From an optimization exercise on the open Yosys and OpenROAD flow, aimed at small area; shortcuts taken in it are not production practice. The RTL was checked by simulation tests, not by an equivalence proof against the original design. Power and IR drop assume default switching activity.

==> flow/flow/run.sh <==
#!/bin/bash
# The standard layout (standard.sh: unchanged synthesis, floorplan, power grid
# and tap cells), with two placement/CTS arguments changed:
#  - every input and output port still gets a buffer, but a sky130_fd_sc_hd__buf_1
#  - clock tree synthesis without dummy loads
# Each tool's full output stays in orfs/logs/; make's own output goes to flow_make.log.
set -euo pipefail
export BUFFER_PORTS_ARGS="-buffer_cell sky130_fd_sc_hd__buf_1"
export CTS_ARGS="-sink_clustering_enable -repair_clock_nets -dont_use_dummy_load -buf_list {sky130_fd_sc_hd__clkbuf_8} -sink_clustering_size 30 -sink_clustering_max_diameter 150 -distance_between_buffers 200"
bash standard.sh finish > flow_make.log 2>&1
==> flow/standard.sh <==
#!/bin/bash
# synth_recipe.tcl (not shown) runs the flow's synth.tcl, then flattens the netlist and writes it again
# the make line also repeats each setting of config.mk as NAME=value (left out here)
make -C /OpenROAD-flow-scripts/flow DESIGN_CONFIG=/design/flow/config.mk WORK_HOME=/design/flow/orfs CLKGATE_MAP_FILE= SYNTH_SCRIPT=/design/flow/synth_recipe.tcl "${@:-finish}"
==> flow/config.mk <==
export PLATFORM = sky130hd
export DESIGN_NAME = PCI_WB_DeFSM
export DESIGN_NICKNAME = PCI_WB_DeFSM
export VERILOG_FILES = /design/flow/design.v
export SDC_FILE = /design/flow/constraint.sdc
export NUM_CORES = 4
export LEC_CHECK = 0
export CAP_MARGIN = 20
export CORE_MARGIN = 2
export CORE_UTILIZATION = 40
export SLEW_MARGIN = 20
==> flow/constraint.sdc <==
create_clock -name core_clock -period 10.0 [get_ports {PHY_CLK33_I}]
set_input_delay 2.0000 -clock core_clock [delete_from_list [all_inputs] [get_ports {PHY_CLK33_I}]]
set_output_delay 2.0000 -clock core_clock [all_outputs]
set_load 0.01 [all_outputs]
==> flow/design.v <==
`timescale 1ns / 1ps
module PCI_WB_DeFSM(
	input  PHY_CLK33_I,
	input  PHY_RSTn_I,
	input  IDSEL_I,
	input  FRAMEn_I,
	input  IRDYn_I,
	output TRDYn_O,
	output TRDYn_DIR_O,
	output DEVSELn_O,
	output DEVSELn_DIR_O,
	output STOPn_O,
	output STOPn_DIR_O,
	input  PAR_I,
	output reg PAR_O,
	output reg PAR_DIR_O,
	output PERRn_O,
	output PERRn_DIR_O,
	output SERRn_O,
	output SERRn_DIR_O,
	output [31:0] AD_O,
	output AD_DIR_O,
	input  [31:0] AD_I,
	input  [3:0] CBEn_I,
	output INTA_O,
	output [31:0] WB_DATA_O,
	input  [31:0] WB_DATA_I,
	input  WB_ACK_I,
	input  WB_VALID_I,
	output [31:0] WB_ADD_O,
	output WB_STB_O,
	output WB_WE_O,
	output HP_MEM_IDLE_O,
	input  [31:0] HPRAM_DATA_I,
	output [31:0] HPRAM_DATA_O,
	output reg [11:0] HPRAM_ADD_O,
	output reg [3:0] HPRAM_WEN_O
    );
	assign PERRn_O = 1'b1;
	assign PERRn_DIR_O = 1'b0;
	assign SERRn_O = 1'b1;
	assign SERRn_DIR_O = 1'b0;
	assign INTA_O = 1'b0;
	localparam S_IDLE     = 4'd0;   
	localparam S_DEC      = 4'd1;   
	localparam S_DEAD     = 4'd2;   
	localparam S_CLAIM    = 4'd3;   
	localparam S_CFG_ACK  = 4'd4;
	localparam S_CFG_TERM = 4'd5;
	localparam S_MEM_BUSY = 4'd6;   
	localparam S_MEM_TERM = 4'd7;
	localparam S_HP_WREAD = 4'd8;
	localparam S_HP_READ  = 4'd9;
	localparam S_HP_WRITE = 4'd10;
	localparam S_HP_TERM  = 4'd11;
	localparam T_CFG = 2'd0;
	localparam T_MEM = 2'd1;
	localparam T_HP  = 2'd2;
	reg [3:0]  st;
	reg [1:0]  tgt;
	reg        wr;
	reg [19:2] pci_add;
	reg        cmd1, cmd10, sta27;
	reg [11:0] bar10, bar14;
	reg [7:0]  intl;
	reg [3:0]  cnt;        
	reg        f1;         
	reg        f2;         
	reg [31:0] mem_ad;
	reg        mem_vld;
	reg [31:0] hp_ad;
	reg [3:0]  hp_be;
	reg [31:0] dreg;       
	wire rst = ~PHY_RSTn_I;
	wire hit_cfg = IDSEL_I && AD_I[10:8] == 3'b000 && AD_I[1:0] == 2'b00;
	wire hit_mem = cmd1 && AD_I[31:20] == bar14;
	wire hit_hp  = cmd1 && AD_I[31:20] == bar10;
	wire cmd_cfg = CBEn_I[3:1] == 3'b101;
	wire cmd_mem = CBEn_I[3:1] == 3'b011;
	wire s_idle  = st == S_IDLE;
	wire s_claim = st == S_CLAIM;
	wire s_cack  = st == S_CFG_ACK;
	wire s_cterm = st == S_CFG_TERM;
	wire s_mbusy = st == S_MEM_BUSY;
	wire s_mterm = st == S_MEM_TERM;
	wire s_hwrd  = st == S_HP_WREAD;
	wire s_hrd   = st == S_HP_READ;
	wire s_hwr   = st == S_HP_WRITE;
	wire s_hterm = st == S_HP_TERM;
	wire irdy = ~IRDYn_I;
	wire mem_done = wr ? WB_ACK_I : WB_VALID_I;
	wire hp_par  = ~f1 | f2;
	wire hp_trdy = ~f1 & f2;
	always @(posedge PHY_CLK33_I) begin
		if (rst) begin
			st <= S_IDLE;
			cmd1 <= 1'b0;
			cmd10 <= 1'b0;
			sta27 <= 1'b0;
			bar10 <= 12'd0;
			bar14 <= 12'd0;
			intl <= 8'd0;
			mem_vld <= 1'b0;
			hp_be <= 4'hF;
			HPRAM_ADD_O <= 12'd0;
		end else begin
			case (st)
				S_IDLE:
					if (!FRAMEn_I) begin
						if (hit_cfg)
							st <= cmd_cfg ? S_DEC : S_DEAD;
						else if (hit_mem || hit_hp)
							st <= cmd_mem ? S_DEC : S_DEAD;
					end
				S_DEC:  st <= S_CLAIM;
				S_DEAD: st <= S_IDLE;
				S_CLAIM:
					case (tgt)
						T_CFG:
							if (irdy) begin
								st <= S_CFG_ACK;
								if (wr)
									case (pci_add[7:2])
										6'd1: begin
											if (!CBEn_I[3] && AD_I[27]) sta27 <= 1'b0;
											if (!CBEn_I[0]) begin
												cmd1 <= AD_I[1];
												cmd10 <= AD_I[10];
											end
										end
										6'd4: begin
											if (!CBEn_I[3]) bar10[11:4] <= AD_I[31:24];
											if (!CBEn_I[2]) bar10[3:0] <= AD_I[23:20];
										end
										6'd5: begin
											if (!CBEn_I[3]) bar14[11:4] <= AD_I[31:24];
											if (!CBEn_I[2]) bar14[3:0] <= AD_I[23:20];
										end
										6'd15:
											if (!CBEn_I[0]) intl <= AD_I[7:0];
										default: ;
									endcase
							end
						T_MEM: st <= S_MEM_BUSY;
						default: begin
							HPRAM_ADD_O <= pci_add[13:2];
							st <= wr ? S_HP_WRITE : S_HP_WREAD;
						end
					endcase
				S_CFG_ACK:  st <= S_CFG_TERM;
				S_CFG_TERM: st <= S_IDLE;
				S_MEM_BUSY:
					if (mem_done) begin
						st <= S_MEM_TERM;
						if (!wr) mem_vld <= 1'b1;
					end else if (cnt == 4'd13) begin
						st <= S_MEM_TERM;
						sta27 <= 1'b1;
					end
				S_MEM_TERM: st <= S_IDLE;
				S_HP_WREAD:
					if (irdy) begin
						st <= S_HP_READ;
						HPRAM_ADD_O <= HPRAM_ADD_O + 12'd1;
						hp_be <= CBEn_I;
					end
				S_HP_READ:
					if (irdy) begin
						HPRAM_ADD_O <= HPRAM_ADD_O + 12'd1;
						hp_be <= CBEn_I;
					end else if (!f1 && FRAMEn_I)
						st <= S_DEAD;
				S_HP_WRITE:
					if (irdy) begin
						if (!FRAMEn_I && !f1) HPRAM_ADD_O <= HPRAM_ADD_O + 12'd1;
					end else if (!f1 && FRAMEn_I)
						st <= S_HP_TERM;
				S_HP_TERM: st <= S_IDLE;
				default: st <= S_IDLE;
			endcase
		end
	end
	always @(posedge PHY_CLK33_I) begin
		if (s_idle) begin
			pci_add <= AD_I[19:2];
			wr <= CBEn_I[0];
			tgt <= hit_cfg ? T_CFG : hit_mem ? T_MEM : T_HP;
		end
		if (s_claim)
			cnt <= (tgt == T_MEM) ? 4'd0 : CBEn_I;
		else if (s_mbusy)
			cnt <= cnt + 4'd1;
		if (s_claim) begin
			f1 <= ~wr & irdy;    
			if (tgt == T_HP) f1 <= 1'b1;
		end else if (s_mbusy) begin
			f2 <= mem_done;
		end else if (s_hwrd) begin
			f2 <= 1'b0;
		end else if (s_hrd) begin
			if (irdy) begin
				f1 <= 1'b0;
				f2 <= 1'b1;
			end else
				f2 <= f1;
		end else if (s_hwr) begin
			if (irdy) f1 <= 1'b0;
		end
		if (s_mbusy && mem_done && !wr)
			mem_ad <= WB_DATA_I;
		if ((s_hwrd || s_hrd) && irdy)
			hp_ad <= HPRAM_DATA_I;
		if (!(s_mbusy && wr))
			dreg <= AD_I;
	end
	always @(posedge PHY_CLK33_I)
		HPRAM_WEN_O <= (!rst && s_hwr && irdy) ? ~CBEn_I : 4'b0000;
	reg [31:0] cfg_rd;
	always @(*)
		case (pci_add[7:2])
			6'd0:  cfg_rd = 32'hBBCC00AA;
			6'd1:  cfg_rd = {4'b0, sta27, 5'b0, 1'b1, 10'b0, cmd10, 8'b0, cmd1, 1'b0};
			6'd2:  cfg_rd = 32'h118000F8;
			6'd4:  cfg_rd = {bar10, 20'd0};
			6'd5:  cfg_rd = {bar14, 20'd0};
			6'd11: cfg_rd = 32'h00019876;
			6'd15: cfg_rd = {23'd0, 1'b1, intl};
			default: cfg_rd = 32'd0;
		endcase
	wire [31:0] cfg_msk = {{8{~cnt[3]}}, {8{~cnt[2]}}, {8{~cnt[1]}}, {8{~cnt[0]}}};
	wire [31:0] hp_msk  = {{8{~hp_be[3]}}, {8{~hp_be[2]}}, {8{~hp_be[1]}}, {8{~hp_be[0]}}};
	assign AD_O = (tgt == T_CFG) ? (cfg_rd & cfg_msk) :
	              (tgt == T_MEM) ? (mem_vld ? mem_ad : 32'd0) :
	                               (hp_ad & hp_msk);
	wire act = !(s_idle || st == S_DEC || st == S_DEAD);
	assign TRDYn_DIR_O   = PHY_RSTn_I & act;
	assign DEVSELn_DIR_O = PHY_RSTn_I & act;
	assign STOPn_DIR_O   = PHY_RSTn_I & act;
	assign TRDYn_O   = ~(s_cack || (s_mterm && f2) || (s_hrd && hp_trdy) || (s_hwr && !f1));
	assign DEVSELn_O = s_cterm || (s_mterm && !f2);
	assign STOPn_O   = ~(s_cack || s_mterm);
	assign AD_DIR_O  = PHY_RSTn_I & ((s_cack && !wr) || ((s_mbusy || s_mterm) && f1) || s_hwrd || s_hrd);
	wire par_req = (s_cack && !wr) || (s_mterm && f2 && !wr) || (s_hrd && hp_par);
	always @(negedge PHY_CLK33_I) begin
		PAR_DIR_O <= PHY_RSTn_I & par_req;
		PAR_O <= ^{AD_I, CBEn_I};
	end
	assign WB_STB_O  = s_mbusy;
	assign WB_WE_O   = wr;
	assign WB_ADD_O  = {12'd0, pci_add[19:2], 2'b00};
	assign WB_DATA_O = dreg;
	assign HPRAM_DATA_O = dreg;
	assign HP_MEM_IDLE_O = !(s_hwrd || s_hrd || s_hwr || s_hterm);
endmodule
==> results.cfg, run 1 <==
[setup_path]
r2r_end = PAR_DIR_O$_DFF_N_
r2r_slack_ns = 3.37
cp_common_cell = xnor2_1
cp_cell_sequence = buf_1 -> inv_1 -> ha_1 -> xnor2_1 -> xnor2_1 -> xnor2_1 -> xnor2_1 -> xnor2_1 -> xnor2_1
r2r-start = st[1]$_SDFFE_PN0P_
crit_arrival_ns = 3.59
cp.required_ns = 5.39
cp-start-kind = input port
cp-end-kind = flip-flop
reg2reg_depth = 4
path_buf_inv = 2
cp_max_fo = 3
crit_slowest_cell = ha_1
cpPeakStageDelay_ns = 0.29
critPathKind = input port to flip-flop
critPathTopFamily = XOR/XNOR gates

[floorplanning]
dieHeight_um = 151.5
die_w_um = 151.5
ioPinCount = 269
start_util_pct = 41.13
rows = 53
core_region_area_sq_um = 21150
dieArea_sq_um = 22950

[power]
p_leak_nw = 3.203
p_seq_share_pct = 57.8
combPwrFrac_pct = 19.2
p_per_area_nw_per_um2 = 176.1
switching_share_pct = 31.86
vdd_drop_max_uv = 83.41
pwr-share-clk_pct = 23.0
switching_power_mw = 0.5424
p_int_mw = 1.160

[global_route]
overflow = 0
grt_pass1_wl_mm = 35.10
antenna_found_initial = 1
grt_pass1_vias = 6135
grt_max_degree = 50
grt_usage_pct = 20.87

[clock_tree]
cts_resized = 0
path_clk_slew_ns = 0.06
cts.sinks = 185
cts_root_buf = clkbuf_8
cts_tree = built
cts_hold_buf = 0
clkLatencyLatePin_ns = 0.48
cts_buffers = 17
cts_setup_buffers = 0
clockBufferDepth = 2
htreeDepth = 4

[yosys]
synth_area_per_cell_sq_um = 11.04
synth-edff-count = 123
netlist_instances = 788
synth_top_family_by_area = simple AND/OR/NAND/NOR gates
synth-adder-area-share_pct = 0.7190
synth_flop_cell = edfxtp_1
seq_area_frac_synth_pct = 56.72
synth_area_sq_um = 8701
synth-compound-area-share_pct = 12.50
async_flop_share_pct = 0
synthMuxAreaShare_pct = 2.186
synthXorXnorAreaFrac_pct = 6.025
synthSimpleGateAreaFrac_pct = 13.11
ys_types = 62
yosys_warnings = 1
synth-seq-cells = 185

[sta]
slew_viol_final = 0
hold_viol = 0
worst_slack_ns = 1.798
relSlewSlack_pct = 39.38
setup_viol = 0
rsz0062_at_grt = no
worst_clock_skew_ns = 0.04172
worst_pin_slew_ns = 0.9093
setup-tns-final_ns = 0

[drt]
avgRoutedWirePerCell_um = 19.20
via_count = 6560
drt_first_pass_iters = 5
drcViolationCount = 0
drtIter0Drc = 446
postRouteAntennaNets = 0
routed_via_density = 5.248
wirelength_mm = 24.00

[min_path]
holdPathStages = 2
hold_class = flip-flop to flip-flop
worstHoldEndpoint = intl[4]$_SDFFE_PN0P_
hold_start = intl[4]$_SDFFE_PN0P_

[status]
status = complete, no violations

[layout]
nets = 1089
final_cells = 1250
area_delta_synth_final_pct = 11.12
drive_gt1_share_pct = 3.901

[place]
gp_congestion = 0.8060
placed_cells = 1231
pre_cts_slack_ns = 1.252
hpwl_mm = 17.56
portBuffers = 248

[run]
cap_violations = 0
[synthesized netlist by cell type, types with 2 or more instances]
library cell | n | area, sq um
a211oi_1 | 4 | 30.03
a21boi_0 | 2 | 15.01
a21oi_1 | 48 | 240.2
a221o_1 | 15 | 150.1
a221oi_1 | 6 | 52.55
a222oi_1 | 7 | 70.07
a22o_1 | 5 | 43.79
a22oi_1 | 14 | 105.1
a311oi_1 | 5 | 43.79
a31oi_1 | 4 | 25.02
and2_1 | 3 | 18.77
and3_1 | 7 | 43.79
and4_1 | 2 | 17.52
buf_2 | 11 | 55.05
buf_4 | 54 | 405.4
buf_6 | 10 | 112.6
clkbuf_1 | 29 | 108.9
conb_1 | 2 | 7.510
dfxtp_1 | 62 | 1241
edfxtp_1 | 123 | 3694
ha_1 | 5 | 62.56
inv_1 | 19 | 71.32
mux2i_1 | 19 | 190.2
nand2_1 | 64 | 240.2
nand2b_1 | 10 | 62.56
nand3_1 | 49 | 245.2
nand3b_1 | 2 | 15.01
nand4_1 | 8 | 50.05
nor2_1 | 46 | 172.7
nor2_2 | 2 | 12.51
nor2b_1 | 5 | 31.28
nor3_1 | 14 | 70.07
nor3_2 | 2 | 20.02
nor3b_1 | 2 | 15.01
nor4_1 | 2 | 12.51
o21a_1 | 2 | 15.01
o21ai_0 | 36 | 180.2
o22ai_1 | 2 | 12.51
o31ai_1 | 3 | 22.52
or3_1 | 5 | 31.28
xnor2_1 | 54 | 473.0
xor2_1 | 4 | 35.03
[cells in the final DEF, fill, tap and decap left out, drive strengths merged, types with 4 or more instances in the layout]
master / n
buf: 255
edfxtp: 123
nand2: 65
dfxtp: 62
xnor2: 55
nand3: 49
a21oi: 48
nor2: 48
o21ai: 37
inv: 20
mux2i: 19
conb: 19
clkbuf: 17
nor3: 16
a221o: 15
a22oi: 14
nand2b: 10
nand4: 8
and3: 7
a222oi: 7
a221oi: 6
or3: 5
a311oi: 5
nor2b: 5
a22o: 5
ha: 5
and2: 5
a31oi: 4
a211oi: 4
xor2: 4
[metal layers]
layer / track usage (%) / share of wire, % / up-vias
met4: 5.514 / 0.86 / 0
met5: 0 / 0 / -
met2: 33.35 / 46 / 313
met3: 5.299 / 8.3 / 15
met1: 28.38 / 45 / 3073
li1: - / - / 3159
[layout make-up]
class / instances / area, sq um
inverters: 18 / 67.56
flip-flops and latches: 185 / 4935
clock inverters: 2 / 7.507
fillers: 2049 / 11490
diodes: 1 / 2.502
clock buffers: 17 / 234.0
multi-input cells: 497 / 3094
well taps: 275 / 344.1
repair buffers: 255 / 983.4
[cells by family (layout without fill, tap and decap cells)]
kind of cell	count (synthesis)	in the layout
AO/OA/AOI/OAI	162	162
adder cells (fa/ha/maj)	5	5
flip-flops	185	185
other	2	20
multiplexers	19	19
buffers and inverters	123	292
AND/OR/NAND/NOR	233	233
XOR/XNOR	59	59
[metrics by stage]
| step | hold slack, ns | util (%) | power [mW] | instance area (sq um) |
|---|---|---|---|---|
| after floorplan | 0.4312 | - | 1.208 | 8765 |
| after global placement | 0.4393 | 44.57 | 1.330 | 9428 |
| after detailed placement | 0.4496 | 44.57 | 1.332 | 9428 |
| after CTS | 0.4598 | 45.69 | 1.723 | 9666 |
| after global routing | 0.4741 | 45.69 | 1.792 | 9666 |
| final | 0.4585 | 45.70 | 1.703 | 9668 |
[registers in the layout (all words and copies together) (netlist names), 2 cells and up]
register	flops
HPRAM_ADD_O	12
mem_ad	32
hp_ad	32
st	4
cnt	4
dreg	32
pci_add	18
bar10	12
intl	8
HPRAM_WEN_O	4
hp_be	4
bar14	12
tgt	2
[power by group through the flow]
stage | logic, mW | registers (mW) | clock network, mW
6_report | 0.327 | 0.984 | 0.392
2_1_floorplan | 0.241 | 0.965 | 0.00188
4_1_cts | 0.332 | 0.983 | 0.408
5_1_grt | 0.367 | 0.993 | 0.432
3_5_place_dp | 0.330 | 1.00 | 0.00188
3_3_place_gp | 0.328 | 1.00 | 0.00188
[worst max path at each step]
stage	endpoint	startpoint	cells past startpoint	slack, ns
after floorplan	PAR_O$_DFF_N_	AD_I[8]	8	1.73
after global placement	PAR_O$_DFF_N_	AD_I[9]	9	1.25
after detailed placement	PAR_O$_DFF_N_	AD_I[8]	9	1.25
after CTS	PAR_O$_DFF_N_	AD_I[8]	9	1.73
after global routing	PAR_O$_DFF_N_	AD_I[9]	9	1.65
final	PAR_O$_DFF_N_	AD_I[9]	9	1.80
[tightest hold or removal path, stage by stage (launching register included)]
cell,delay (ns)
dfxtp_1,0.31
nand2_1,0.05
a21oi_1,0.06
==> inputs of run 2 (changes only) <==
==> flow/run.sh (new file) <==
#!/bin/bash
# synth_recipe.tcl (not shown) runs the flow's synth.tcl, then flattens the netlist and writes it again
# the make line also repeats each setting of config.mk as NAME=value (left out here)
make -C /OpenROAD-flow-scripts/flow DESIGN_CONFIG=/design/flow/config.mk WORK_HOME=/design/flow/orfs CLKGATE_MAP_FILE= SYNTH_SCRIPT=/design/flow/synth_recipe.tcl finish
removed: flow/flow/run.sh
removed: flow/standard.sh
==> results.cfg, run 2 <==
[status]
status = complete, no violations

[layout]
drive_gt1_share_pct = 5.359
antenna_cells = 0
design_area_sq_um = 11580
area_delta_synth_final_pct = 33.10
nets = 1089
top_regs = dreg: 32 flops, hp_ad: 32 flops, mem_ad: 32 flops
fin_util_pct = 54.75
layout_commonest_cell = clkdlybuf4s50_1
final_cells = 1264
mostFrequentLayoutCells = clkdlybuf4s50_1, edfxtp_1, nand2_1
nFillCells = 1875

[min_path]
holdPathStages = 2
hold_start = intl[3]$_SDFFE_PN0P_
worstHoldEndpoint = intl[3]$_SDFFE_PN0P_
hold_class = flip-flop to flip-flop

[setup_path]
r2r-start = st[1]$_SDFFE_PN0P_
r2r_slack_ns = 3.31
critPathKind = input port to flip-flop
cp-end-kind = flip-flop
reg2reg_depth = 4
cp-start-kind = input port
cp.required_ns = 5.38
cp_max_fo = 3
crit_arrival_ns = 3.93
r2r_end = PAR_DIR_O$_DFF_N_

[yosys]
synth_flop_cell = edfxtp_1
ys_types = 62
netlist_instances = 788
synth_area_leader_cell = edfxtp_1
yosys_warnings = 1
synth_top_family_by_area = simple AND/OR/NAND/NOR gates
synth-compound-area-share_pct = 12.50
synth-edff-count = 123
synthSimpleGateAreaFrac_pct = 13.11
yosysMostFrequentCell = edfxtp_1
synth-adder-area-share_pct = 0.7190
synth_area_per_cell_sq_um = 11.04
synthXorXnorAreaFrac_pct = 6.025
ys_top_cells_by_count = edfxtp_1, nand2_1, dfxtp_1
synth-seq-cells = 185
synth.area.top_cells = edfxtp_1, dfxtp_1, xnor2_1
synthMuxAreaShare_pct = 2.186
synth_area_sq_um = 8701
seq_area_frac_synth_pct = 56.72
async_flop_share_pct = 0
synth_top_area_share_pct = 42.45

[drt]
drt_first_pass_iters = 5
avgRoutedWirePerCell_um = 19.41
wirelength_mm = 24.54
via_count = 6679
drcViolationCount = 0
postRouteAntennaNets = 0
routed_via_density = 5.284
drtIter0Drc = 432

[power]
p_per_area_nw_per_um2 = 179.9
vdd_drop_max_uv = 117.8
p_leak_nw = 4.031
power.total_mw = 2.083

[clock_tree]
cts.sinks = 185
cts_root_buf = clkbuf_16
cts_buffers = 17
clockBufferDepth = 2
cts_setup_buffers = 0
htreeDepth = 4
cts_hold_buf = 0
path_clk_slew_ns = 0.07
clkLatencyLatePin_ns = 0.45
cts_tree = built
cts_resized = 0

[place]
hpwl_mm = 18.15
portBuffers = 248
place_area_sq_um = 10980
gp_congestion = 0.8382
placed_cells = 1231

[floorplanning]
core_region_area_sq_um = 21150
start_util_pct = 41.13
ioPinCount = 269
die_w_um = 151.5
rows = 53
dieArea_sq_um = 22950
dieHeight_um = 151.5

[sta]
worst_pin_slew_ns = 0.8904
setup_viol = 0
relSlewSlack_pct = 40.42
setup-tns-final_ns = 0
hold_viol = 0
worst_clock_skew_ns = 0.02642
slew_viol_final = 0
rsz0062_at_grt = no

[global_route]
grt_usage_pct = 21.13
grt_pass1_vias = 6185
grt_max_degree = 50
antenna_found_initial = 1
grt_pass1_wl_mm = 36.05
overflow = 0

[run]
cap_violations = 0
run 2: power by group:
part	total (mW)	internal, mW	switching (mW)	leakage [nW]
clock network	0.680	0.361	0.319	0.310
registers	0.982	0.891	0.0908	1.68
logic	0.421	0.211	0.209	2.04
run 2: routing by layer:
layer | wire length (um) | vias up | part of all wire [%] | global-route usage (%)
met5 | 12 | - | 0.049 | 0
met4 | 252 | 2 | 1.0 | 4.907
met3 | 2419 | 22 | 9.9 | 6.347
met2 | 11310 | 294 | 46 | 33.67
met1 | 10550 | 3191 | 43 | 28.48
li1 | - | 3170 | - | -
run 2: layout make-up:
class | instances | area, sq um | area share (%)
Clock buffer | 19 | 475.5 | 4.105
Clock inverter | 15 | 130.1 | 1.124
Inverter | 18 | 67.56 | 0.5834
Multi-Input combinational cell | 497 | 3094 | 26.72
Sequential cell | 185 | 4935 | 42.61
Tap cell | 275 | 344.1 | 2.971
Timing Repair Buffer | 255 | 2535 | 21.89
run 2: cell families (layout without fill, tap and decap cells):
| kind of cell | count (synthesis) | in the layout |
|---|---|---|
| buf+inv | 123 | 307 |
| simple gates | 233 | 233 |
| other cells | 2 | 19 |
| xor+xnor | 59 | 59 |
| fa+ha+maj | 5 | 5 |
| flops | 185 | 185 |
| compound gates | 162 | 162 |
| mux | 19 | 19 |
run 2: how the worst max path moves through the flow:
stage                     startpoint       endpoint  depth (start not counted)
after global placement       AD_I[8]  PAR_O$_DFF_N_                          9
after global routing         AD_I[8]  PAR_O$_DFF_N_                          9
after floorplan              AD_I[8]  PAR_O$_DFF_N_                          8
after detailed placement     AD_I[8]  PAR_O$_DFF_N_                          9
final                        AD_I[8]  PAR_O$_DFF_N_                          9
after CTS                    AD_I[8]  PAR_O$_DFF_N_                          9
run 2: worst max-delay path: stages:
cell and delay (ns):
clkdlybuf4s50_1 0.52, inv_1 0.06, ha_1 0.31, xnor2_1 0.22, xnor2_1 0.16, xnor2_1 0.16, xnor2_1 0.11, xnor2_1 0.23
xnor2_1 0.14
run 2: per-stage QoR:
stage	worst slack (ns)	hold WS, ns
6_report	1.452	0.4676
5_1_grt	1.344	0.4850
4_1_cts	1.414	0.4650
3_5_place_dp	0.9554	0.4458
3_3_place_gp	0.9714	0.4416
2_1_floorplan	1.731	0.4312
==> inputs of run 3 (changes only) <==
--- a/flow/design.v
+++ b/flow/design.v
@@ -72,6 +72,17 @@
 	reg [3:0]  hp_be;
 	reg [31:0] dreg;       
 	wire rst = ~PHY_RSTn_I;
+	wire        a_inc;
+	wire [12:0] a_c;
+	wire [11:0] a_sum;
+	assign a_c[0] = a_inc;
+	genvar gi;
+	generate
+		for (gi = 0; gi < 12; gi = gi + 1) begin : g_ainc
+			assign a_sum[gi]   = HPRAM_ADD_O[gi] ^ a_c[gi];
+			assign a_c[gi + 1] = HPRAM_ADD_O[gi] & a_c[gi];
+		end
+	endgenerate
 	wire hit_cfg = IDSEL_I && AD_I[10:8] == 3'b000 && AD_I[1:0] == 2'b00;
 	wire hit_mem = cmd1 && AD_I[31:20] == bar14;
 	wire hit_hp  = cmd1 && AD_I[31:20] == bar10;
@@ -88,6 +99,7 @@
 	wire s_hwr   = st == S_HP_WRITE;
 	wire s_hterm = st == S_HP_TERM;
 	wire irdy = ~IRDYn_I;
+	assign a_inc = irdy && (s_hwrd || s_hrd || (s_hwr && !FRAMEn_I && !f1));
 	wire mem_done = wr ? WB_ACK_I : WB_VALID_I;
 	wire hp_par  = ~f1 | f2;
 	wire hp_trdy = ~f1 & f2;
@@ -161,23 +173,21 @@
 				S_HP_WREAD:
 					if (irdy) begin
 						st <= S_HP_READ;
-						HPRAM_ADD_O <= HPRAM_ADD_O + 12'd1;
 						hp_be <= CBEn_I;
 					end
 				S_HP_READ:
 					if (irdy) begin
-						HPRAM_ADD_O <= HPRAM_ADD_O + 12'd1;
 						hp_be <= CBEn_I;
 					end else if (!f1 && FRAMEn_I)
 						st <= S_DEAD;
 				S_HP_WRITE:
-					if (irdy) begin
-						if (!FRAMEn_I && !f1) HPRAM_ADD_O <= HPRAM_ADD_O + 12'd1;
-					end else if (!f1 && FRAMEn_I)
+					if (!irdy && !f1 && FRAMEn_I)
 						st <= S_HP_TERM;
 				S_HP_TERM: st <= S_IDLE;
 				default: st <= S_IDLE;
 			endcase
+			if (!(s_claim && tgt == T_HP))
+				HPRAM_ADD_O <= a_sum;
 		end
 	end
 	always @(posedge PHY_CLK33_I) begin
@@ -229,9 +239,10 @@
 		endcase
 	wire [31:0] cfg_msk = {{8{~cnt[3]}}, {8{~cnt[2]}}, {8{~cnt[1]}}, {8{~cnt[0]}}};
 	wire [31:0] hp_msk  = {{8{~hp_be[3]}}, {8{~hp_be[2]}}, {8{~hp_be[1]}}, {8{~hp_be[0]}}};
-	assign AD_O = (tgt == T_CFG) ? (cfg_rd & cfg_msk) :
-	              (tgt == T_MEM) ? (mem_vld ? mem_ad : 32'd0) :
-	                               (hp_ad & hp_msk);
+	wire sel_c = tgt == T_CFG;
+	wire sel_m = tgt == T_MEM && mem_vld;
+	wire sel_h = tgt == T_HP;
+	assign AD_O = (cfg_rd & cfg_msk & {32{sel_c}}) | (mem_ad & {32{sel_m}}) | (hp_ad & hp_msk & {32{sel_h}});
 	wire act = !(s_idle || st == S_DEC || st == S_DEAD);
 	assign TRDYn_DIR_O   = PHY_RSTn_I & act;
 	assign DEVSELn_DIR_O = PHY_RSTn_I & act;
==> flow/flow/run.sh (new file) <==
#!/bin/bash
# The standard layout (standard.sh: unchanged synthesis, floorplan, power grid
# and tap cells), with two placement/CTS arguments changed:
#  - every input and output port still gets a buffer, but a sky130_fd_sc_hd__buf_1
#  - clock tree synthesis without dummy loads, with clkbuf_8 buffers in clusters of up to 20 sinks
# Each tool's full output stays in orfs/logs/; make's own output goes to flow_make.log.
set -euo pipefail
export BUFFER_PORTS_ARGS="-buffer_cell sky130_fd_sc_hd__buf_1"
export CTS_ARGS="-sink_clustering_enable -repair_clock_nets -dont_use_dummy_load -buf_list {sky130_fd_sc_hd__clkbuf_8} -sink_clustering_size 20 -sink_clustering_max_diameter 80"
bash standard.sh finish > flow_make.log 2>&1
==> flow/standard.sh (new file) <==
#!/bin/bash
# synth_recipe.tcl (not shown) runs the flow's synth.tcl, then flattens the netlist and writes it again
# the make line also repeats each setting of config.mk as NAME=value (left out here)
make -C /OpenROAD-flow-scripts/flow DESIGN_CONFIG=/design/flow/config.mk WORK_HOME=/design/flow/orfs CLKGATE_MAP_FILE= SYNTH_SCRIPT=/design/flow/synth_recipe.tcl "${@:-finish}"
removed: flow/run.sh
==> results.cfg, run 3 <==
[sta]
setup-tns-final_ns = 0
hold_viol = 0
rsz0062_at_grt = no
worst_slack_ns = 1.805
relSlewSlack_pct = 32.56
setup_viol = 0
worst_pin_slew_ns = 1.009
worst_clock_skew_ns = 0.02365
slew_viol_final = 0

[drt]
avgRoutedWirePerCell_um = 18.89
drcViolationCount = 0
wirelength_mm = 23.04
postRouteAntennaNets = 0
routed_via_density = 5.133
via_count = 6262
drt_first_pass_iters = 5
drtIter0Drc = 319

[yosys]
synth_flop_cell = edfxtp_1
yosysMostFrequentCell = edfxtp_1
synth_top_family_by_area = simple AND/OR/NAND/NOR gates
yosys_warnings = 1
ys_top_cells_by_count = edfxtp_1, dfxtp_1, nor2_1
ys_types = 60
synth_top_area_share_pct = 42.54
synthXorXnorAreaFrac_pct = 6.153
netlist_instances = 757
synth-edff-count = 123
synth-compound-area-share_pct = 9.337
synthSimpleGateAreaFrac_pct = 12.44
synth_area_sq_um = 8683
async_flop_share_pct = 0
synthMuxAreaShare_pct = 5.086
synth-seq-cells = 185
synth.area.top_cells = edfxtp_1, dfxtp_1, xnor2_1
synth_area_leader_cell = edfxtp_1
synth_area_per_cell_sq_um = 11.47
synth-adder-area-share_pct = 2.161
seq_area_frac_synth_pct = 56.83

[setup_path]
cp.required_ns = 5.38
critPathKind = input port to flip-flop
cp-start-kind = input port
r2r_end = PAR_DIR_O$_DFF_N_
crit_path_start = CBEn_I[2]
r2r_slack_ns = 3.29
crit_end = PAR_O$_DFF_N_
cp-end-kind = flip-flop
crit_arrival_ns = 3.57
r2r-start = st[3]$_SDFFE_PN0P_
reg2reg_depth = 4
cp_max_fo = 8

[power]
switching_share_pct = 31.37
vdd_drop_max_uv = 80.93
pwr-share-clk_pct = 22.7
p_seq_share_pct = 56.8
p_per_area_nw_per_um2 = 175.0
power.total_mw = 1.705
switching_power_mw = 0.5347
combPwrFrac_pct = 20.5
p_leak_nw = 3.212
p_int_mw = 1.170

[global_route]
overflow = 0
grt_max_degree = 53
grt_usage_pct = 19.99
antenna_found_initial = 0
grt_pass1_vias = 5858
grt_pass1_wl_mm = 33.75

[floorplanning]
die_w_um = 151.3
rows = 53
ioPinCount = 269
dieHeight_um = 151.3
core_region_area_sq_um = 21150
start_util_pct = 41.05
dieArea_sq_um = 22900

[clock_tree]
cts_root_buf = clkbuf_8
clkLatencyLatePin_ns = 0.46
htreeDepth = 4
cts_buffers = 17
cts_setup_buffers = 0
cts.sinks = 185
cts_resized = 0
cts_hold_buf = 0
clockBufferDepth = 2
cts_tree = built
path_clk_slew_ns = 0.07

[layout]
top_regs = dreg: 32 flops, hp_ad: 32 flops, mem_ad: 32 flops
mostFrequentLayoutCells = buf_1, edfxtp_1, dfxtp_1
antenna_cells = 0
drive_gt1_share_pct = 4.444
area_delta_synth_final_pct = 12.18
nets = 1070
layout_commonest_cell = buf_1

[place]
portBuffers = 248
gp_congestion = 0.7876
pre_cts_slack_ns = 1.285
hpwl_mm = 16.96

[min_path]
hold_class = flip-flop to flip-flop

[status]
status = complete, no violations

[run]
cap_violations = 0
[run 3: layout make-up]
class | count | area, sq um
tap | 275 | 344.1
sequential | 185 | 4935
multi-input combinational | 468 | 3153
clock inverter | 2 | 7.507
clock buffer | 17 | 234.0
fill | 2017 | 11410
inverter | 17 | 63.81
timing repair buffer | 256 | 1003
[run 3: critical path: stages]
cell and delay, ns:
buf_1 0.55, xor2_1 0.16, xnor2_1 0.22, xnor2_1 0.15
xnor2_1 0.16, xnor2_1 0.18, xnor2_1 0.14
[run 3: kinds of logic after synthesis]
logic type | after synthesis
AO/OA/AOI/OAI | 121
buffers and inverters | 121
multiplexers | 44
adder cells (fa/ha/maj) | 15
XOR/XNOR | 61
other | 2
flip-flops | 185
AND/OR/NAND/NOR | 208
[run 3: layer usage]
layer / wire (um) / up-vias / track usage [%]
li1: - / 3010 / -
met2: 10370 / 294 / 31.33
met1: 10320 / 2931 / 27.41
met3: 1956 / 27 / 5.271
met5: 0 / - / 0
met4: 402 / 0 / 5.514
[run 3: worst min path at each step]
stage / start / to / cells after the start / slack (ns)
5_1_grt: hp_be[0]$_SDFFE_PN1P_ / hp_be[0]$_SDFFE_PN1P_ / 2 / 0.52
2_1_floorplan: mem_vld$_SDFFE_PN0P_ / mem_vld$_SDFFE_PN0P_ / 2 / 0.44
6_report: mem_vld$_SDFFE_PN0P_ / mem_vld$_SDFFE_PN0P_ / 2 / 0.48
3_5_place_dp: mem_vld$_SDFFE_PN0P_ / mem_vld$_SDFFE_PN0P_ / 2 / 0.47
4_1_cts: mem_vld$_SDFFE_PN0P_ / mem_vld$_SDFFE_PN0P_ / 2 / 0.49
3_3_place_gp: mem_vld$_SDFFE_PN0P_ / mem_vld$_SDFFE_PN0P_ / 2 / 0.45
[run 3: power groups by stage]
stage / sequential [mW] / combinational (mW) / clock, mW
after floorplan: 0.965 / 0.249 / 0.00188
final: 0.968 / 0.349 / 0.387
after detailed placement: 0.985 / 0.351 / 0.00188
after global routing: 0.978 / 0.390 / 0.428
after global placement: 0.984 / 0.348 / 0.00188
after CTS: 0.969 / 0.353 / 0.402
[run 3: through the flow]
stage	instances	hold slack [ns]	cell area, sq um	util, %
CTS	1219	0.4857	9721	45.95
detailed placement	1201	0.4675	9483	44.83
finish	1220	0.4819	9741	46.05
global route	1220	0.5197	9741	46.05
global placement	1201	0.4517	9478	44.80
floorplan	774	0.4403	8747	-
==> inputs of run 4 (changes only) <==
--- a/flow/design.v
+++ b/flow/design.v
@@ -34,7 +34,7 @@
 	input  [31:0] HPRAM_DATA_I,
 	output [31:0] HPRAM_DATA_O,
 	output reg [11:0] HPRAM_ADD_O,
-	output reg [3:0] HPRAM_WEN_O
+	output [3:0] HPRAM_WEN_O
     );
 	assign PERRn_O = 1'b1;
 	assign PERRn_DIR_O = 1'b0;
@@ -196,12 +196,15 @@
 			wr <= CBEn_I[0];
 			tgt <= hit_cfg ? T_CFG : hit_mem ? T_MEM : T_HP;
 		end
-		if (s_claim)
-			cnt <= (tgt == T_MEM) ? 4'd0 : CBEn_I;
+		if ((s_claim && tgt != T_MEM) || s_hwr)
+			cnt <= CBEn_I;
+		else if (s_claim)
+			cnt <= 4'd0;
 		else if (s_mbusy)
 			cnt <= cnt + 4'd1;
 		if (s_claim) begin
 			f1 <= ~wr & irdy;    
+			f2 <= 1'b0;
 			if (tgt == T_HP) f1 <= 1'b1;
 		end else if (s_mbusy) begin
 			f2 <= mem_done;
@@ -214,6 +217,7 @@
 			end else
 				f2 <= f1;
 		end else if (s_hwr) begin
+			f2 <= irdy;
 			if (irdy) f1 <= 1'b0;
 		end
 		if (s_mbusy && mem_done && !wr)
@@ -223,8 +227,7 @@
 		if (!(s_mbusy && wr))
 			dreg <= AD_I;
 	end
-	always @(posedge PHY_CLK33_I)
-		HPRAM_WEN_O <= (!rst && s_hwr && irdy) ? ~CBEn_I : 4'b0000;
+	assign HPRAM_WEN_O = (s_hwr && f2) ? ~cnt : 4'b0000;
 	reg [31:0] cfg_rd;
 	always @(*)
 		case (pci_add[7:2])
==> results.cfg, run 4 <==
[drt]
avgRoutedWirePerCell_um = 18.55
drt_first_pass_iters = 5
routed_via_density = 5.106
wirelength_mm = 22.88
postRouteAntennaNets = 0
drtIter0Drc = 350
via_count = 6296
drcViolationCount = 0

[floorplanning]
die_w_um = 150.6
core_region_area_sq_um = 21020
start_util_pct = 40.87
rows = 53
ioPinCount = 269
dieHeight_um = 150.6
dieArea_sq_um = 22670

[min_path]
hold_class = flip-flop to flip-flop
holdPathStages = 2

[global_route]
overflow = 0
grt_pass1_vias = 5888
grt_max_degree = 54
grt_usage_pct = 20.25
grt_pass1_wl_mm = 33.91
antenna_found_initial = 0

[place]
gp_congestion = 0.8575
hpwl_mm = 16.92
pre_cts_slack_ns = 1.404
place_area_sq_um = 9438
portBuffers = 248

[layout]
nets = 1083
multi_input_area_sq_um = 3149
design_area_sq_um = 9676
mostFrequentLayoutCells = buf_1, edfxtp_1, nand2_1
layout_commonest_cell = buf_1
area_delta_synth_final_pct = 12.61
fin_util_pct = 46.03
seqCellArea_sq_um = 4845
top_regs = dreg: 32 flops, hp_ad: 32 flops, mem_ad: 32 flops
antenna_cells = 0
drive_gt1_share_pct = 4.384
nFillCells = 2031

[yosys]
yosys_warnings = 1
synth-edff-count = 122
netlist_instances = 761
ys_types = 65
async_flop_share_pct = 0
synth-seq-cells = 181
yosysMostFrequentCell = edfxtp_1
synth.area.top_cells = edfxtp_1, dfxtp_1, xnor2_1
ys_top_cells_by_count = edfxtp_1, nand2_1, dfxtp_1
synth_area_leader_cell = edfxtp_1
synth_flop_cell = edfxtp_1
synth_top_area_share_pct = 42.64
synth_area_per_cell_sq_um = 11.29
synth_area_sq_um = 8592
seq_area_frac_synth_pct = 56.39

[clock_tree]
cts_setup_buffers = 0
cts_resized = 0
cts_buffers = 17
cts_hold_buf = 0
path_clk_slew_ns = 0.07
cts_root_buf = clkbuf_8
clkLatencyLatePin_ns = 0.47
cts.sinks = 181
clockBufferDepth = 2
cts_tree = built
htreeDepth = 4

[setup_path]
cp.required_ns = 5.38
cp-end-kind = flip-flop
critPathKind = input port to flip-flop
cp-start-kind = input port
cp_max_fo = 3
crit_arrival_ns = 3.50
reg2reg_depth = 4

[power]
switching_power_mw = 0.4704
p_seq_share_pct = 58.2
combPwrFrac_pct = 17.5
power.total_mw = 1.580
switching_share_pct = 29.77
pwr-share-clk_pct = 24.3
p_per_area_nw_per_um2 = 163.3
vdd_drop_max_uv = 100.8
p_int_mw = 1.110
p_leak_nw = 3.241

[run]
cap_violations = 0

[sta]
worst_clock_skew_ns = 0.03923
relSlewSlack_pct = 35.27
worst_pin_slew_ns = 0.9635
slew_viol_final = 0
setup_viol = 0
rsz0062_at_grt = no
hold_viol = 0
worst_slack_ns = 1.881
setup-tns-final_ns = 0

[status]
status = complete, no violations
## run 4: final cells by class
cell class | instances | share of cell area (%)
clock inverter | 2 | 0.07759
inverter | 28 | 1.086
tap | 275 | 3.556
multi-input combinational | 474 | 32.55
sequential | 181 | 50.07
timing repair buffer | 256 | 10.24
clock buffer | 17 | 2.418
## run 4: cell families after synthesis
family	Yosys count	share of synthesized area [%]
and+or+nand+nor	207	12.29
DFF	181	56.39
AOI/OAI and AO/OA	127	9.670
buffers and inverters	123	7.922
xor gates and xnor gates	61	6.218
muxes	45	5.242
adders and majority gates	15	2.184
other	2	0.08741
## run 4: layer usage
layer	global-route usage [%]	part of all wire (%)	up-vias
met3	5.242	8.4	12
met5	0	0	-
li1	-	-	3034
met4	4.623	0.92	0
met2	32.45	46	298
met1	27.59	45	2952
## run 4: power groups by stage
stage | clock network (mW) | registers [mW] | logic (mW)
final | 0.384 | 0.919 | 0.277
after CTS | 0.395 | 0.919 | 0.280
after floorplan | 0.00188 | 0.918 | 0.199
after global routing | 0.423 | 0.927 | 0.308
after detailed placement | 0.00188 | 0.935 | 0.279
after global placement | 0.00188 | 0.936 | 0.277
## run 4: path summary, 6_finish.rpt
kind	start	end	slack, ns
worst min register to register	cmd10$_SDFFE_PN0P_	cmd10$_SDFFE_PN0P_	0.48
worst min-delay path	cmd10$_SDFFE_PN0P_	cmd10$_SDFFE_PN0P_	0.48
worst max register to register	st[3]$_SDFFE_PN0P_	PAR_DIR_O$_DFF_N_	3.22
worst max-delay path	AD_I[8]	PAR_O$_DFF_N_	1.88
## run 4: critical path, stage by stage
cell,delay (ns)
buf_1,0.13
inv_1,0.06
ha_1,0.32
xnor2_1,0.20
xnor2_1,0.18
xnor2_1,0.17
xnor2_1,0.15
xnor2_1,0.16
xnor2_1,0.13
## run 4: metrics by stage
| step | hold slack (ns) | cells |
|---|---|---|
| floorplan | 0.4332 | 778 |
| global placement | 0.4458 | 1215 |
| detailed placement | 0.4573 | 1215 |
| CTS | 0.4733 | 1233 |
| global route | 0.4977 | 1233 |
| finish | 0.4769 | 1233 |
==> inputs of run 5 (changes only) <==
--- a/flow/design.v
+++ b/flow/design.v
@@ -41,22 +41,16 @@
 	assign SERRn_O = 1'b1;
 	assign SERRn_DIR_O = 1'b0;
 	assign INTA_O = 1'b0;
-	localparam S_IDLE     = 4'd0;   
-	localparam S_DEC      = 4'd1;   
-	localparam S_DEAD     = 4'd2;   
-	localparam S_CLAIM    = 4'd3;   
-	localparam S_CFG_ACK  = 4'd4;
-	localparam S_CFG_TERM = 4'd5;
-	localparam S_MEM_BUSY = 4'd6;   
-	localparam S_MEM_TERM = 4'd7;
-	localparam S_HP_WREAD = 4'd8;
-	localparam S_HP_READ  = 4'd9;
-	localparam S_HP_WRITE = 4'd10;
-	localparam S_HP_TERM  = 4'd11;
+	localparam S_IDLE  = 3'd0;   
+	localparam S_DEC   = 3'd1;   
+	localparam S_DEAD  = 3'd2;   
+	localparam S_CLAIM = 3'd3;   
+	localparam S_P1    = 3'd4;
+	localparam S_P2    = 3'd5;
 	localparam T_CFG = 2'd0;
 	localparam T_MEM = 2'd1;
 	localparam T_HP  = 2'd2;
-	reg [3:0]  st;
+	reg [2:0]  st;
 	reg [1:0]  tgt;
 	reg        wr;
 	reg [19:2] pci_add;
@@ -90,14 +84,19 @@
 	wire cmd_mem = CBEn_I[3:1] == 3'b011;
 	wire s_idle  = st == S_IDLE;
 	wire s_claim = st == S_CLAIM;
-	wire s_cack  = st == S_CFG_ACK;
-	wire s_cterm = st == S_CFG_TERM;
-	wire s_mbusy = st == S_MEM_BUSY;
-	wire s_mterm = st == S_MEM_TERM;
-	wire s_hwrd  = st == S_HP_WREAD;
-	wire s_hrd   = st == S_HP_READ;
-	wire s_hwr   = st == S_HP_WRITE;
-	wire s_hterm = st == S_HP_TERM;
+	wire p1 = st == S_P1;
+	wire p2 = st == S_P2;
+	wire t_c = tgt == T_CFG;
+	wire t_m = tgt == T_MEM;
+	wire t_h = tgt == T_HP;
+	wire s_cack  = p1 && t_c;
+	wire s_cterm = p2 && t_c;
+	wire s_mbusy = p1 && t_m;
+	wire s_mterm = p2 && t_m;
+	wire s_hwrd  = p1 && t_h && !wr;
+	wire s_hrd   = p2 && t_h && !wr;
+	wire s_hwr   = p1 && t_h && wr;
+	wire s_hterm = p2 && t_h && wr;
 	wire irdy = ~IRDYn_I;
 	assign a_inc = irdy && (s_hwrd || s_hrd || (s_hwr && !FRAMEn_I && !f1));
 	wire mem_done = wr ? WB_ACK_I : WB_VALID_I;
@@ -130,7 +129,7 @@
 					case (tgt)
 						T_CFG:
 							if (irdy) begin
-								st <= S_CFG_ACK;
+								st <= S_P1;
 								if (wr)
 									case (pci_add[7:2])
 										6'd1: begin
@@ -153,37 +152,38 @@
 										default: ;
 									endcase
 							end
-						T_MEM: st <= S_MEM_BUSY;
+						T_MEM: st <= S_P1;
 						default: begin
 							HPRAM_ADD_O <= pci_add[13:2];
-							st <= wr ? S_HP_WRITE : S_HP_WREAD;
+							st <= S_P1;
 						end
 					endcase
-				S_CFG_ACK:  st <= S_CFG_TERM;
-				S_CFG_TERM: st <= S_IDLE;
-				S_MEM_BUSY:
-					if (mem_done) begin
-						st <= S_MEM_TERM;
-						if (!wr) mem_vld <= 1'b1;
-					end else if (cnt == 4'd13) begin
-						st <= S_MEM_TERM;
-						sta27 <= 1'b1;
-					end
-				S_MEM_TERM: st <= S_IDLE;
-				S_HP_WREAD:
-					if (irdy) begin
-						st <= S_HP_READ;
-						hp_be <= CBEn_I;
-					end
-				S_HP_READ:
-					if (irdy) begin
-						hp_be <= CBEn_I;
-					end else if (!f1 && FRAMEn_I)
-						st <= S_DEAD;
-				S_HP_WRITE:
-					if (!irdy && !f1 && FRAMEn_I)
-						st <= S_HP_TERM;
-				S_HP_TERM: st <= S_IDLE;
+				S_P1:
+					if (t_c)
+						st <= S_P2;
+					else if (t_m) begin
+						if (mem_done) begin
+							st <= S_P2;
+							if (!wr) mem_vld <= 1'b1;
+						end else if (cnt == 4'd13) begin
+							st <= S_P2;
+							sta27 <= 1'b1;
+						end
+					end else if (!wr) begin
+						if (irdy) begin
+							st <= S_P2;
+							hp_be <= CBEn_I;
+						end
+					end else if (!irdy && !f1 && FRAMEn_I)
+						st <= S_P2;
+				S_P2:
+					if (t_h && !wr) begin
+						if (irdy)
+							hp_be <= CBEn_I;
+						else if (!f1 && FRAMEn_I)
+							st <= S_DEAD;
+					end else
+						st <= S_IDLE;
 				default: st <= S_IDLE;
 			endcase
 			if (!(s_claim && tgt == T_HP))
@@ -246,7 +246,7 @@
 	wire sel_m = tgt == T_MEM && mem_vld;
 	wire sel_h = tgt == T_HP;
 	assign AD_O = (cfg_rd & cfg_msk & {32{sel_c}}) | (mem_ad & {32{sel_m}}) | (hp_ad & hp_msk & {32{sel_h}});
-	wire act = !(s_idle || st == S_DEC || st == S_DEAD);
+	wire act = st[2] | (st == S_CLAIM);
 	assign TRDYn_DIR_O   = PHY_RSTn_I & act;
 	assign DEVSELn_DIR_O = PHY_RSTn_I & act;
 	assign STOPn_DIR_O   = PHY_RSTn_I & act;
==> results.cfg, run 5 <==
[setup_path]
cp-end-kind = flip-flop
r2r_end = PAR_DIR_O$_DFF_N_
critPathKind = input port to flip-flop
r2r_slack_ns = 3.38
cp-start-kind = input port
cp.required_ns = 5.34
crit_arrival_ns = 3.64
cp_max_fo = 3
r2r-start = st[2]$_SDFFE_PN0P_
reg2reg_depth = 5

[power]
p_int_mw = 1.193
p_seq_share_pct = 53.8
p_leak_nw = 3.147
switching_power_mw = 0.6035
vdd_drop_max_uv = 94.80
pwr-share-clk_pct = 21.2
combPwrFrac_pct = 25.0
p_per_area_nw_per_um2 = 189.2
switching_share_pct = 33.59

[clock_tree]
cts.sinks = 180
cts_tree = built
clkLatencyLatePin_ns = 0.45
cts_root_buf = clkbuf_8
cts_resized = 0
cts_hold_buf = 0
cts_buffers = 17
htreeDepth = 4
cts_setup_buffers = 0
clockBufferDepth = 2
path_clk_slew_ns = 0.08

[yosys]
synth_area_sq_um = 8414
synthMuxAreaShare_pct = 2.766
synthSimpleGateAreaFrac_pct = 13.61
synth-seq-cells = 180
ys_top_cells_by_count = edfxtp_1, nand2_1, dfxtp_1
synth-edff-count = 122
synth_top_area_share_pct = 43.54
seq_area_frac_synth_pct = 57.34
synth_top_family_by_area = simple AND/OR/NAND/NOR gates
synthXorXnorAreaFrac_pct = 6.349
yosysMostFrequentCell = edfxtp_1
yosys_warnings = 1
synth-adder-area-share_pct = 2.230
synth_area_per_cell_sq_um = 11.09
async_flop_share_pct = 0
synth_flop_cell = edfxtp_1
synth.area.top_cells = edfxtp_1, dfxtp_1, xnor2_1
netlist_instances = 759
synth_area_leader_cell = edfxtp_1
ys_types = 60
synth-compound-area-share_pct = 10.25

[sta]
slew_viol_final = 0
worst_clock_skew_ns = 0.02328
rsz0062_at_grt = no
worst_pin_slew_ns = 0.9589
hold_viol = 0
worst_slack_ns = 1.700
setup-tns-final_ns = 0
setup_viol = 0
relSlewSlack_pct = 35.92

[drt]
drt_first_pass_iters = 4
routed_via_density = 5.033
wirelength_mm = 22.60
drtIter0Drc = 267
drcViolationCount = 0
via_count = 6180
avgRoutedWirePerCell_um = 18.40
postRouteAntennaNets = 0

[min_path]
holdPathStages = 2
hold_class = flip-flop to flip-flop
worstHoldEndpoint = intl[4]$_SDFFE_PN0P_
hold_start = intl[4]$_SDFFE_PN0P_

[floorplanning]
core_region_area_sq_um = 20820
ioPinCount = 269
rows = 53
start_util_pct = 40.41
die_w_um = 149.0
dieHeight_um = 149.0
dieArea_sq_um = 22210

[run]
cap_violations = 0

[status]
status = complete, no violations

[layout]
nets = 1078
antenna_cells = 0
drive_gt1_share_pct = 4.302
mostFrequentLayoutCells = buf_1, edfxtp_1, nand2_1
fin_util_pct = 45.62
top_regs = dreg: 32 flops, hp_ad: 32 flops, mem_ad: 32 flops
area_delta_synth_final_pct = 12.89
layout_commonest_cell = buf_1

[place]
portBuffers = 248
pre_cts_slack_ns = 1.176
gp_congestion = 0.8533
hpwl_mm = 17.00

[global_route]
overflow = 0
grt_max_degree = 51
grt_pass1_vias = 5725
grt_usage_pct = 20.09
antenna_found_initial = 0
grt_pass1_wl_mm = 33.11
-- run 5: cell type report --
type / count / area (sq um)
flip-flops and latches: 180 / 4825
well taps: 275 / 344.1
multi-input cells: 485 / 3053
fillers: 2013 / 11320
clock inverters: 2 / 7.507
clock buffers: 17 / 234.0
inverters: 14 / 52.55
repair buffers: 255 / 983.4
-- run 5: layer usage --
metal  track usage (%)  routed length, um  vias to the layer above  share of wire (%)
met1             26.80              10120                     2863                 45
met4             5.333                273                        0                1.2
li1                  -                  -                     3013                  -
met5                 0                  0                        -                  0
met2             32.70              10410                      289                 46
met3             5.168               1795                       15                7.9
-- run 5: how the worst max path moves through the flow --
stage | end | startpoint | slack (ns) | cells after the start
2_1_floorplan | PAR_O$_DFF_N_ | AD_I[8] | 1.73 | 8
3_3_place_gp | PAR_O$_DFF_N_ | AD_I[8] | 1.22 | 9
3_5_place_dp | PAR_O$_DFF_N_ | AD_I[8] | 1.18 | 9
4_1_cts | PAR_O$_DFF_N_ | AD_I[8] | 1.63 | 9
5_1_grt | PAR_O$_DFF_N_ | AD_I[8] | 1.60 | 9
6_report | PAR_O$_DFF_N_ | AD_I[8] | 1.70 | 9
-- run 5: worst max-delay path, stage by stage --
cell and delay [ns]:
buf_1 0.14, inv_1 0.06, ha_1 0.36, xnor2_1 0.21, xnor2_1 0.15, xnor2_1 0.18
xnor2_1 0.17, xnor2_1 0.17, xnor2_1 0.19
-- run 5: cells by family after synthesis --
| family | count (synthesis) |
|---|---|
| adders and majority gates | 15 |
| DFF | 180 |
| and+or+nand+nor | 234 |
| buffers and inverters | 111 |
| AOI/OAI and AO/OA | 133 |
| other | 2 |
| muxes | 23 |
| xor gates and xnor gates | 61 |
-- run 5: power groups by stage --
stage / Combinational [mW] / Sequential, mW / Clock, mW
floorplan: 0.302 / 0.970 / 0.00188
global placement: 0.450 / 0.985 / 0.00188
detailed placement: 0.452 / 0.984 / 0.00188
CTS: 0.455 / 0.967 / 0.394
global route: 0.495 / 0.979 / 0.418
finish: 0.450 / 0.967 / 0.380
-- run 5: stage by stage --
step / power (mW) / hold WS, ns / instances / cell area, sq um
after floorplan: 1.274 / 0.4267 / 776 / 8478
after global placement: 1.437 / 0.4376 / 1210 / 9261
after detailed placement: 1.438 / 0.4411 / 1210 / 9261
after CTS: 1.816 / 0.4587 / 1228 / 9499
after global routing: 1.892 / 0.4761 / 1228 / 9499
final: 1.797 / 0.4603 / 1228 / 9499
==> inputs of run 6 (changes only) <==
--- a/flow/design.v
+++ b/flow/design.v
@@ -165,7 +165,7 @@
 						if (mem_done) begin
 							st <= S_P2;
 							if (!wr) mem_vld <= 1'b1;
-						end else if (cnt == 4'd13) begin
+						end else if (cnt == 4'b0100) begin
 							st <= S_P2;
 							sta27 <= 1'b1;
 						end
@@ -201,7 +201,7 @@
 		else if (s_claim)
 			cnt <= 4'd0;
 		else if (s_mbusy)
-			cnt <= cnt + 4'd1;
+			cnt <= {cnt[2:0], ~(cnt[3] ^ cnt[2])};   
 		if (s_claim) begin
 			f1 <= ~wr & irdy;    
 			f2 <= 1'b0;
--- a/flow/config.mk
+++ b/flow/config.mk
@@ -7,5 +7,5 @@
 export LEC_CHECK = 0
 export CAP_MARGIN = 20
 export CORE_MARGIN = 2
-export CORE_UTILIZATION = 40
+export CORE_UTILIZATION = 60
 export SLEW_MARGIN = 20
==> results.cfg, run 6 <==
[setup_path]
r2r_slack_ns = 3.21
r2r-start = st[2]$_SDFFE_PN0P_
crit_arrival_ns = 3.53
cp-end-kind = flip-flop
cp.required_ns = 5.38
critPathKind = input port to flip-flop
cp-start-kind = input port
r2r_end = PAR_DIR_O$_DFF_N_
cp_max_fo = 3
reg2reg_depth = 5

[global_route]
antenna_found_initial = 0
grt_pass1_vias = 5882
overflow = 0
grt_max_degree = 52
grt_usage_pct = 27.15
grt_pass1_wl_mm = 30.62

[run]
cap_violations = 0

[yosys]
ys_types = 57
synth_area_sq_um = 8399
async_flop_share_pct = 0
synth_flop_cell = edfxtp_1
synth-edff-count = 122
netlist_instances = 732
synth_area_leader_cell = edfxtp_1
synth.area.top_cells = edfxtp_1, dfxtp_1, xnor2_1
synth-seq-cells = 180
yosys_warnings = 1
synth_top_area_share_pct = 43.62
seq_area_frac_synth_pct = 57.44
ys_top_cells_by_count = edfxtp_1, nor2_1, nand2_1
yosysMostFrequentCell = edfxtp_1
synth_area_per_cell_sq_um = 11.47

[sta]
worst_pin_slew_ns = 0.9586
slew_viol_final = 0
setup-tns-final_ns = 0
worst_clock_skew_ns = 0.02344
rsz0062_at_grt = no
setup_viol = 0
relSlewSlack_pct = 35.94
hold_viol = 0

[floorplanning]
dieArea_sq_um = 14960
rows = 43
start_util_pct = 60.98
dieHeight_um = 122.3
die_w_um = 122.3
ioPinCount = 269
core_region_area_sq_um = 13770

[drt]
routed_via_density = 5.515
wirelength_mm = 20.34
avgRoutedWirePerCell_um = 18.39
postRouteAntennaNets = 0
drcViolationCount = 0
drt_first_pass_iters = 6
wl_met2_mm = 10.57
wl_met1_mm = 8.100
via_count = 6100
drtIter0Drc = 514
highest_layer = met4
met3_length_mm = 1.196

[clock_tree]
cts_resized = 0
cts_setup_buffers = 0
cts.sinks = 180
cts_tree = built
htreeDepth = 4
path_clk_slew_ns = 0.07
cts_buffers = 17
clkLatencyLatePin_ns = 0.46
cts_hold_buf = 0
cts_root_buf = clkbuf_8
clockBufferDepth = 2

[layout]
top_regs = dreg: 32 flops, hp_ad: 32 flops, mem_ad: 32 flops
layout_commonest_cell = buf_1
area_delta_synth_final_pct = 11.19
drive_gt1_share_pct = 3.672
mostFrequentLayoutCells = buf_1, edfxtp_1, nor2_1
fin_util_pct = 67.81
nets = 1050
antenna_cells = 0

[place]
portBuffers = 248
hpwl_mm = 15.16
gp_congestion = 0.8497

[min_path]
hold_class = flip-flop to flip-flop
worstHoldEndpoint = mem_vld$_SDFFE_PN0P_
hold_start = mem_vld$_SDFFE_PN0P_
holdPathStages = 2

[power]
p_leak_nw = 3.236
p_per_area_nw_per_um2 = 141.2
vdd_drop_max_uv = 122.7

[status]
status = complete, no violations
## run 6: cell count changes after synthesis, moves of 6 or more
cell,change
a21oi_1,-18
a31oi_1,-6
mux2i_1,+27
nand2_1,-40
nor2_1,+26
o21ai_0,-7
## run 6: final cells by class
type	count	area (sq um)
multi-input cells	455	3000
clock buffers	17	234.0
well taps	180	225.2
fillers	1135	4434
repair buffers	255	983.4
inverters	17	63.81
clock inverters	2	7.507
flip-flops and latches	180	4825
## run 6: how the worst max path moves through the flow
stage             from            end
2_1_floorplan  AD_I[8]  PAR_O$_DFF_N_
3_5_place_dp   AD_I[8]  PAR_O$_DFF_N_
6_report       AD_I[8]  PAR_O$_DFF_N_
5_1_grt        AD_I[8]  PAR_O$_DFF_N_
3_3_place_gp   AD_I[8]  PAR_O$_DFF_N_
4_1_cts        AD_I[8]  PAR_O$_DFF_N_
## run 6: power breakdown
group	switching [mW]	internal [mW]
combinational	0.0745	0.0521
sequential	0.0111	0.808
clock	0.222	0.151
total	0.307	1.01
## run 6: worst max-delay path, cell delays in order
cell     delay (ns)
buf_1          0.13
inv_1          0.07
ha_1           0.33
xnor2_1        0.20
xnor2_1        0.16
xnor2_1        0.10
xnor2_1        0.25
xnor2_1        0.16
xnor2_1        0.13
## run 6: logic make-up after synthesis
| family | after synthesis | share of synthesized area, % |
|---|---|---|
| xor gates and xnor gates | 59 | 6.152 |
| other | 2 | 0.08941 |
| adders and majority gates | 14 | 2.086 |
| DFF | 180 | 57.44 |
| and+or+nand+nor | 214 | 12.45 |
| AOI/OAI and AO/OA | 100 | 8.178 |
| buffers and inverters | 114 | 7.746 |
| muxes | 49 | 5.854 |
## run 6: per-layer routing
metal | track usage (%) | up-vias
met5 | 0 | -
met4 | 9.195 | 0
met3 | 5.762 | 37
met2 | 46.49 | 227
met1 | 34.29 | 2931
li1 | - | 2905
## run 6: through the flow
step	power (mW)	setup WS (ns)	cell area (sq um)	cells	hold WS, ns
6_report	1.319	1.856	9339	1106	0.4718
5_1_grt	1.362	1.764	9339	1106	0.5004
4_1_cts	1.326	1.865	9339	1106	0.4738
3_5_place_dp	0.9647	1.406	9101	1088	0.4575
3_3_place_gp	0.9627	1.395	9101	1088	0.4443
2_1_floorplan	0.9303	1.731	8463	749	0.4317
==> inputs of run 7 (changes only) <==
--- a/flow/flow/run.sh
+++ b/flow/flow/run.sh
@@ -6,5 +6,6 @@
 # Each tool's full output stays in orfs/logs/; make's own output goes to flow_make.log.
 set -euo pipefail
 export BUFFER_PORTS_ARGS="-buffer_cell sky130_fd_sc_hd__buf_1"
+export SKIP_REPAIR_TIE_FANOUT=1
 export CTS_ARGS="-sink_clustering_enable -repair_clock_nets -dont_use_dummy_load -buf_list {sky130_fd_sc_hd__clkbuf_8} -sink_clustering_size 20 -sink_clustering_max_diameter 80"
 bash standard.sh finish > flow_make.log 2>&1
--- a/flow/config.mk
+++ b/flow/config.mk
@@ -7,5 +7,5 @@
 export LEC_CHECK = 0
 export CAP_MARGIN = 20
 export CORE_MARGIN = 2
-export CORE_UTILIZATION = 60
+export CORE_UTILIZATION = 40
 export SLEW_MARGIN = 20
==> results.cfg, run 7 <==
[status]
status = complete, no violations

[min_path]
hold_class = flip-flop to flip-flop
hold_start = mem_vld$_SDFFE_PN0P_

[floorplanning]
die_w_um = 148.9
core_region_area_sq_um = 20820
rows = 53
dieHeight_um = 148.9
start_util_pct = 40.34
ioPinCount = 269
dieArea_sq_um = 22170

[global_route]
grt_pass1_vias = 5747
antenna_found_initial = 0
overflow = 0
grt_pass1_wl_mm = 32.92
grt_max_degree = 51
grt_usage_pct = 19.77

[drt]
drtIter0Drc = 324
avgRoutedWirePerCell_um = 18.71
drt_first_pass_iters = 5
via_count = 6066
drcViolationCount = 0
routed_via_density = 5.123
wirelength_mm = 22.15
postRouteAntennaNets = 0

[setup_path]
cp_max_fo = 3
critPathKind = input port to flip-flop
cp-start-kind = input port
cp_cell_sequence = buf_1 -> inv_1 -> ha_1 -> xnor2_1 -> xnor2_1 -> xnor2_1 -> xnor2_1 -> xnor2_1 -> xnor2_1
crit_path_start = AD_I[8]
crit_arrival_ns = 3.50
crit_slowest_cell = ha_1
cp_common_cell = xnor2_1
cp.required_ns = 5.38
cp-end-kind = flip-flop
cpPeakStageDelay_ns = 0.31
r2r-start = st[2]$_SDFFE_PN0P_
path_buf_inv = 2
critPathTopFamily = XOR/XNOR gates

[yosys]
yosysMostFrequentCell = edfxtp_1
synth_area_leader_cell = edfxtp_1
ys_types = 57
netlist_instances = 732
async_flop_share_pct = 0
synth_flop_cell = edfxtp_1
ys_top_cells_by_count = edfxtp_1, nor2_1, nand2_1
synth-seq-cells = 180
synth_top_area_share_pct = 43.62
seq_area_frac_synth_pct = 57.44
synth.area.top_cells = edfxtp_1, dfxtp_1, xnor2_1
synth_area_per_cell_sq_um = 11.47
synth-edff-count = 122
synth_area_sq_um = 8399
yosys_warnings = 1

[layout]
nets = 1033
antenna_cells = 0
drive_gt1_share_pct = 3.740
mostFrequentLayoutCells = buf_1, edfxtp_1, nor2_1
fin_util_pct = 45.11
layout_commonest_cell = buf_1
area_delta_synth_final_pct = 11.84
top_regs = dreg: 32 flops, hp_ad: 32 flops, mem_ad: 32 flops

[clock_tree]
clkLatencyLatePin_ns = 0.47
cts.sinks = 180
clockBufferDepth = 2
path_clk_slew_ns = 0.06
cts_root_buf = clkbuf_8
cts_resized = 0
cts_setup_buffers = 0
cts_buffers = 17
htreeDepth = 4
cts_hold_buf = 0
cts_tree = built

[sta]
slew_viol_final = 0
relSlewSlack_pct = 33.65
setup-tns-final_ns = 0
worst_slack_ns = 1.884
worst_clock_skew_ns = 0.04610
setup_viol = 0
hold_viol = 0
rsz0062_at_grt = no
worst_pin_slew_ns = 0.9929
fin_hold_ws_ns = 0.4682

[place]
portBuffers = 248
hpwl_mm = 16.59
gp_congestion = 0.8223
pre_cts_slack_ns = 1.396

[power]
p_leak_nw = 3.181
p_per_area_nw_per_um2 = 141.4
power.total_mw = 1.328
vdd_drop_max_uv = 94.83

[run]
cap_violations = 0
[run 7: cell type report]
cell class / count / area (sq um)
multi-input combinational: 438 / 2937
clock buffer: 17 / 234.0
tap: 275 / 344.1
sequential: 180 / 4825
timing repair buffer: 255 / 983.4
clock inverter: 2 / 7.507
inverter: 17 / 63.81
fill: 2048 / 11430
[run 7: final timing paths]
path | to | slack, ns | cells after the start
worst max-delay path | PAR_O$_DFF_N_ | 1.88 | 9
worst max register to register | PAR_DIR_O$_DFF_N_ | 3.25 | 5
worst min register to register | mem_vld$_SDFFE_PN0P_ | 0.47 | 2
worst min-delay path | mem_vld$_SDFFE_PN0P_ | 0.47 | 2
[run 7: tightest hold or removal path: stages (launching register included)]
cell and delay [ns]:
dfxtp_1 0.32, nor2_1 0.04, nor2_1 0.07
[run 7: layer usage]
| metal | vias to the layer above | part of all wire [%] | global-route usage, % |
|---|---|---|---|
| li1 | 2892 | - | - |
| met1 | 2869 | 44 | 26.45 |
| met2 | 289 | 46 | 31.89 |
| met3 | 16 | 8.6 | 6.055 |
| met4 | 0 | 0.89 | 4.095 |
| met5 | - | 0 | 0 |
[run 7: cells by family after synthesis]
group                      share of synthesized area [%]
muxes                                              5.854
buffers and inverters                              7.746
AOI/OAI and AO/OA                                  8.178
DFF                                                57.44
xor gates and xnor gates                           6.152
other                                            0.08941
and+or+nand+nor                                    12.45
adders and majority gates                          2.086
[run 7: per-stage QoR]
stage | cell area, sq um | std cells
6_report | 9394 | 1184
5_1_grt | 9394 | 1184
4_1_cts | 9394 | 1184
3_5_place_dp | 9156 | 1166
3_3_place_gp | 9156 | 1166
2_1_floorplan | 8399 | 732
[run 7: where the power goes]
part	leakage, nW	switching (mW)	internal [mW]	total [mW]
sequential	1.65	0.0118	0.808	0.820
combinational	1.40	0.0755	0.0520	0.128
clock	0.133	0.229	0.152	0.381
total	3.18	0.316	1.01	1.33
